This design comes from an exercise in tuning for small area on the open sky130 flow, not from production work. The RTL was checked by simulation tests, not by an equivalence proof against the original design.

## run A
==> flow/design.v <==
module avalon_csr
(
	input  wire         clk,
	input  wire         rst,
	output wire         mm_waitrequest,
	output wire [31:0]  mm_readdata,
	output wire         mm_readdatavalid,
	input  wire [31:0]  mm_writedata,
	input  wire [9:0]   mm_address,
	input  wire         mm_write,
	input  wire         mm_read,
	output wire [31:0]  reg0,
	output wire [31:0]  reg1,
	output wire [31:0]  reg2,
	output wire [31:0]  reg3,
	output wire [31:0]  reg4
);
reg [31:0] regs [0:7];
reg        rvalid;
reg [7:0]  rsel;
wire        hit = (mm_address[9:5] == 5'd0) && (mm_address[1:0] == 2'd0);
wire [31:0] wdata = mm_writedata & {32{~rst}};
genvar i;
generate
	for (i = 0; i < 8; i = i + 1) begin : g_reg
		always @(posedge clk)
			if (rst || (mm_write && hit && mm_address[4:2] == i))
				regs[i] <= wdata;
	end
endgenerate
always @(posedge clk) begin
	rvalid <= mm_read & ~rst;
end
generate
	for (i = 0; i < 8; i = i + 1) begin : g_sel
		always @(posedge clk)
			rsel[i] <= hit && (mm_address[4:2] == i);
	end
endgenerate
reg [31:0] rdata;
integer k;
always @(*) begin
	rdata = 32'd0;
	for (k = 0; k < 8; k = k + 1)
		rdata = rdata | (regs[k] & {32{rsel[k]}});
end
assign mm_waitrequest   = 1'b0;
assign mm_readdatavalid = rvalid;
assign mm_readdata      = rdata;
assign reg0 = regs[0];
assign reg1 = regs[1];
assign reg2 = regs[2];
assign reg3 = regs[3];
assign reg4 = regs[4];
endmodule
module dma_from_sdram
(
	input  wire        clk,
	input  wire        rst,
	input  wire        start,
	input  wire [28:0] begin_address,
	input  wire [31:0] size_buffer,
	output wire [28:0] sdram0_data_address,
	input  wire        sdram0_data_waitrequest,
	input  wire [47:0] sdram0_data_readdata,
	input  wire        sdram0_data_readdatavalid,
	output wire        sdram0_data_read,
	output wire [7:0]  sdram0_data_burstcount,
	output wire [9:0]  dist_address,
	output wire [47:0] dist_data,
	output wire        write_enable
);
localparam IDLE = 3'd0, READ = 3'd1, RESP = 3'd2, WRITE = 3'd3, STOP = 3'd4;
reg [2:0]  state;
reg [28:0] addr;
reg [31:0] count;
reg [47:0] data;
wire [31:0] count_inc = count + 32'd1;
always @(posedge clk) begin
	data <= sdram0_data_readdata;
	if (state == IDLE && start)
		addr <= begin_address;
	else if (state == WRITE)
		addr <= addr + 29'd1;
	if (rst) begin
		state <= IDLE;
		count <= 32'd0;
	end else begin
		case (state)
			IDLE:  if (start) state <= READ;
			READ:  if (!sdram0_data_waitrequest) state <= RESP;
			RESP:  if (sdram0_data_readdatavalid) state <= WRITE;
			WRITE: begin
				count <= count_inc;
				state <= (count_inc == size_buffer) ? STOP : READ;
			end
			default: state <= STOP;
		endcase
	end
end
assign sdram0_data_address    = addr;
assign sdram0_data_read       = (state == READ);
assign sdram0_data_burstcount = 8'd1;
assign dist_address           = count[9:0];
assign dist_data              = data;
assign write_enable           = (state == WRITE);
endmodule
module matrix
(
	input  wire        rst_n,
	input  wire        clk,
	output reg         r0,
	output reg         g0,
	output reg         b0,
	output reg         r1,
	output reg         g1,
	output reg         b1,
	output reg         r2,
	output reg         g2,
	output reg         b2,
	output reg         r3,
	output reg         g3,
	output reg         b3,
	output reg  [2:0]  a,
	output reg         blank,
	output reg         sclk,
	output reg         latch,
	output wire [9:0]  mem_address,
	input  wire        mem_enable,
	input  wire [47:0] mem_output_data
);
reg [12:0] t;
reg        first;
reg [1:0]  rd_bit;
reg [2:0]  rd_row;
wire shifting = (t[12:9] == 4'd0);
wire neg = &t[12:9];
reg  expire;
always @(*) begin
	if (first)
		expire = t[9] & t[8] & t[7] & t[6];                         
	else
		case (rd_bit)
			2'd1: expire = ~t[12] & t[9] & t[8] & t[7] & t[5] & t[3] & t[2];           
			2'd2: expire = ~t[12] & t[10] & t[9] & t[8] & t[6] & t[5] & t[3] & t[2];   
			2'd3: expire = ~t[12] & t[11] & t[10] & t[9] & t[7] & t[6] & t[5] & t[3] & t[2];  
			default: expire = ~t[9] & t[12] & t[11] & t[10] & t[8] & t[7] & t[6] & t[5] & t[3] & t[2];  
		endcase
end
wire at_m11 = neg & (t[4:0] == 5'b10101);    
wire at_m2  = neg & (t[4:0] == 5'b11110);    
wire at_m1  = neg & (t[4:0] == 5'b11111);    
wire [11:0] bits;
genvar i;
generate
	for (i = 0; i < 12; i = i + 1) begin : g_bit
		wire [3:0] nib = mem_output_data[4*i+3:4*i];
		assign bits[i] = nib[rd_bit] & mem_enable;
	end
endgenerate
always @(posedge clk) begin
	if (rst_n) begin
		t      <= 13'd0;
		first  <= 1'b1;
		rd_bit <= 2'd0;
		rd_row <= 3'd0;
		a      <= 3'd0;
		blank  <= 1'b1;
		sclk   <= 1'b0;
		latch  <= 1'b0;
		{r3, g3, b3, r2, g2, b2, r1, g1, b1, r0, g0, b0} <= 12'd0;
	end else begin
		if (expire) begin
			t     <= -13'sd19;
			first <= 1'b0;
		end else
			t <= t + 13'd1;
		if (expire)
			blank <= 1'b1;
		else if (at_m2)
			blank <= 1'b0;
		if (at_m11) begin
			latch <= 1'b1;
			a     <= rd_row;
		end else if (at_m2)
			latch <= 1'b0;
		if (at_m1) begin
			rd_bit <= rd_bit + 2'd1;
			if (rd_bit == 2'd3)
				rd_row <= rd_row + 3'd1;
		end
		sclk <= shifting && (t[1:0] == 2'd3);
		if (shifting && t[1:0] == 2'd1)
			{r3, g3, b3, r2, g2, b2, r1, g1, b1, r0, g0, b0} <= bits;
	end
end
assign mem_address = {rd_row, shifting ? t[8:2] : 7'd0};
endmodule
module memory_mux (
	input  wire [9:0]  slave_0_dist_address,
	input  wire [47:0] slave_0_dist_data,
	input  wire        slave_0_write_enable,
	input  wire [9:0]  slave_1_dist_address,
	output wire [9:0]  master_dist_address,
	output wire [47:0] master_dist_data,
	output wire        master_write_enable,
	input  wire        mux
);
assign master_dist_address = mux ? slave_1_dist_address : slave_0_dist_address;
assign master_dist_data    = slave_0_dist_data;
assign master_write_enable = ~mux & slave_0_write_enable;
endmodule
module led_matrix_soc (
	input  wire         clk,
	input  wire         rst,
	output wire         mm_waitrequest,
	output wire [31:0]  mm_readdata,
	output wire         mm_readdatavalid,
	input  wire [31:0]  mm_writedata,
	input  wire [9:0]   mm_address,
	input  wire         mm_write,
	input  wire         mm_read,
	output wire [28:0]  sdram_address,
	input  wire         sdram_waitrequest,
	input  wire [63:0]  sdram_readdata,
	input  wire         sdram_readdatavalid,
	output wire         sdram_read,
	output wire [7:0]   sdram_burstcount,
	output wire [9:0]   ram_address,
	output wire [47:0]  ram_data,
	output wire         ram_wren,
	input  wire [47:0]  ram_q,
	output wire         r0,
	output wire         g0,
	output wire         b0,
	output wire         r1,
	output wire         g1,
	output wire         b1,
	output wire         r2,
	output wire         g2,
	output wire         b2,
	output wire         r3,
	output wire         g3,
	output wire         b3,
	output wire [2:0]   a,
	output wire         blank,
	output wire         sclk,
	output wire         latch
);
wire [31:0] dma_start;
wire [31:0] begin_dma_address;
wire [31:0] size_of_buffer;
wire [31:0] mem_mux;
wire [31:0] matrix_rst;
wire [47:0] dist_dma;
wire        write_enable;
wire [9:0]  dist_address;
wire [9:0]  matrix_memory_address;
avalon_csr avalon_csr (
	.clk              (clk),
	.rst              (rst),
	.mm_waitrequest   (mm_waitrequest),
	.mm_readdata      (mm_readdata),
	.mm_readdatavalid (mm_readdatavalid),
	.mm_writedata     (mm_writedata),
	.mm_address       (mm_address),
	.mm_write         (mm_write),
	.mm_read          (mm_read),
	.reg0             (dma_start),
	.reg1             (begin_dma_address),
	.reg2             (size_of_buffer),
	.reg3             (mem_mux),
	.reg4             (matrix_rst)
);
matrix matrix (
	.rst_n            (matrix_rst[0]),
	.clk              (clk),
	.r0               (r0),
	.g0               (g0),
	.b0               (b0),
	.r1               (r1),
	.g1               (g1),
	.b1               (b1),
	.r2               (r2),
	.g2               (g2),
	.b2               (b2),
	.r3               (r3),
	.g3               (g3),
	.b3               (b3),
	.a                (a),
	.blank            (blank),
	.sclk             (sclk),
	.latch            (latch),
	.mem_address      (matrix_memory_address),
	.mem_enable       (mem_mux[0]),
	.mem_output_data  (ram_q)
);
dma_from_sdram dma_from_sdram (
	.clk                       (clk),
	.rst                       (rst),
	.start                     (dma_start[0]),
	.begin_address             (begin_dma_address[28:0]),
	.size_buffer               (size_of_buffer),
	.sdram0_data_address       (sdram_address),
	.sdram0_data_waitrequest   (sdram_waitrequest),
	.sdram0_data_readdata      (sdram_readdata[47:0]),
	.sdram0_data_readdatavalid (sdram_readdatavalid),
	.sdram0_data_read          (sdram_read),
	.sdram0_data_burstcount    (sdram_burstcount),
	.dist_address              (dist_address),
	.dist_data                 (dist_dma),
	.write_enable              (write_enable)
);
memory_mux memory_mux (
	.slave_0_dist_address (dist_address),
	.slave_0_dist_data    (dist_dma),
	.slave_0_write_enable (write_enable),
	.slave_1_dist_address (matrix_memory_address),
	.master_dist_address  (ram_address),
	.master_dist_data     (ram_data),
	.master_write_enable  (ram_wren),
	.mux                  (mem_mux[0])
);
endmodule
export LEC_CHECK = 0
export CAP_MARGIN = 20
export CORE_MARGIN = 2
export CORE_UTILIZATION = 40
export CTS_BUF_LIST = sky130_fd_sc_hd__clkbuf_16
export CTS_CLUSTER_DIAMETER = 100
export CTS_CLUSTER_SIZE = 20
export SLEW_MARGIN = 20
create_clock -name core_clock -period 5.0 [get_ports {clk}]
standard.sh (not shown) runs the stock make flow with config.mk's settings and CLKGATE_MAP_FILE= SYNTH_SCRIPT=/design/flow/synth_recipe.tcl, a recipe that flattens the netlist after the stock synthesis.
==> flow/flow/run.sh <==
#!/bin/bash
# The standard layout (the standard.sh, standard synthesis unchanged),
# with each port buffered by the smallest buffer cell instead of the
# default clkdlybuf4s50_1.
set -euo pipefail
bash standard.sh "BUFFER_PORTS_ARGS=-buffer_cell sky130_fd_sc_hd__buf_1" finish > flow_standard.log 2>&1
Run A was carried through to the last stage, and its layout satisfied the timing, design-rule and antenna checks.
Here is what was changed in the inputs of run B compared with run A.
Settings: CORE_UTILIZATION changed from 40 to 65.
==> notes.md <==
- Run B leaves more setup margin than run A.
- Changes observed in run B relative to run A: global-route track usage on met2 rose by 14 points; number of top-level design ports stayed essentially flat.
- Changes observed in run B relative to run A: count of plain and timing-repair buffers -1.7%; utilization +28 points; final wirelength -4500 um; design area -1.6%.
- Per the final summary, run B finished and its layout is clean on timing, DRC and antenna.
Input-level comparison between run C and run B:
Settings: swapping 20 for 30 in CTS_CLUSTER_SIZE; swapping 65 for 40 in CORE_UTILIZATION.
Notes after the runs:
- Run C vs. run B: non-clock buffer instance count of the final layout now sits higher, count of placed standard cells in the final layout, fillers left out now sits higher, number of nets in the final layout now sits at about the same level, clock latency at the later pin of the worst-skew pair now sits at about the same level.
## Diff of input files: run D against run C
Settings: a change of CAP_MARGIN from 20 to 0; a change of SLEW_MARGIN from 20 to 0; a change of CORE_UTILIZATION from 40 to 65; a change of CTS_CLUSTER_SIZE from 30 to 25.
Notes after the runs:
- Comparing run D and run C, global-route met1 utilization is higher on run D.
- On depth of the most critical reg-to-reg path, run D and run C are neck and neck.
- The met3 routed wirelength in run C is 0.814 times that in run D.
- Half-perimeter wire length after detailed placement: run D < run C
- Placeable core area, run D vs run C: down by more than a quarter

[what the ideal ports hide]
In the flow no input, the clock included, has a driving cell. The finished layouts below were timed again as built, in two steps.
Step 1 assumes that a clkbuf_16 drives the clock port and a buf_2 every other input.
Step 2 moves the port delays by t, midway between the first and last clock arrival at a register: inputs arrive t later, outputs are due t later. That takes back most of the time a late clock gives input paths.
a / b / c = ideal / step 1 / step 2; a / b = the first two.
| run | shift t [ns] | slack for setup (ns) | worst register clock-pin slew, ns | worst data-port slew with drivers (ns) | cell pins on the clock port's net |
|---|---|---|---|---|---|
| run A | 0.612 | 1.633 / 1.588 / 1.475 | 0.09 / 0.09 | 0.08 | 1 |
| run B | 0.585 | 1.751 / 1.705 / 1.544 | 0.09 / 0.09 | 0.04 | 1 |
| run C | 0.587 | 1.620 / 1.564 / 1.475 | 0.12 / 0.12 | 0.09 | 1 |
| run D | 0.568 | 1.810 / 1.765 / 1.554 | 0.10 / 0.10 | 0.04 | 1 |
After both steps every run listed still meets setup and hold. For run D, which loses most, drivers alone change the setup slack by -0.045 ns; drivers and shift together by -0.256 ns.
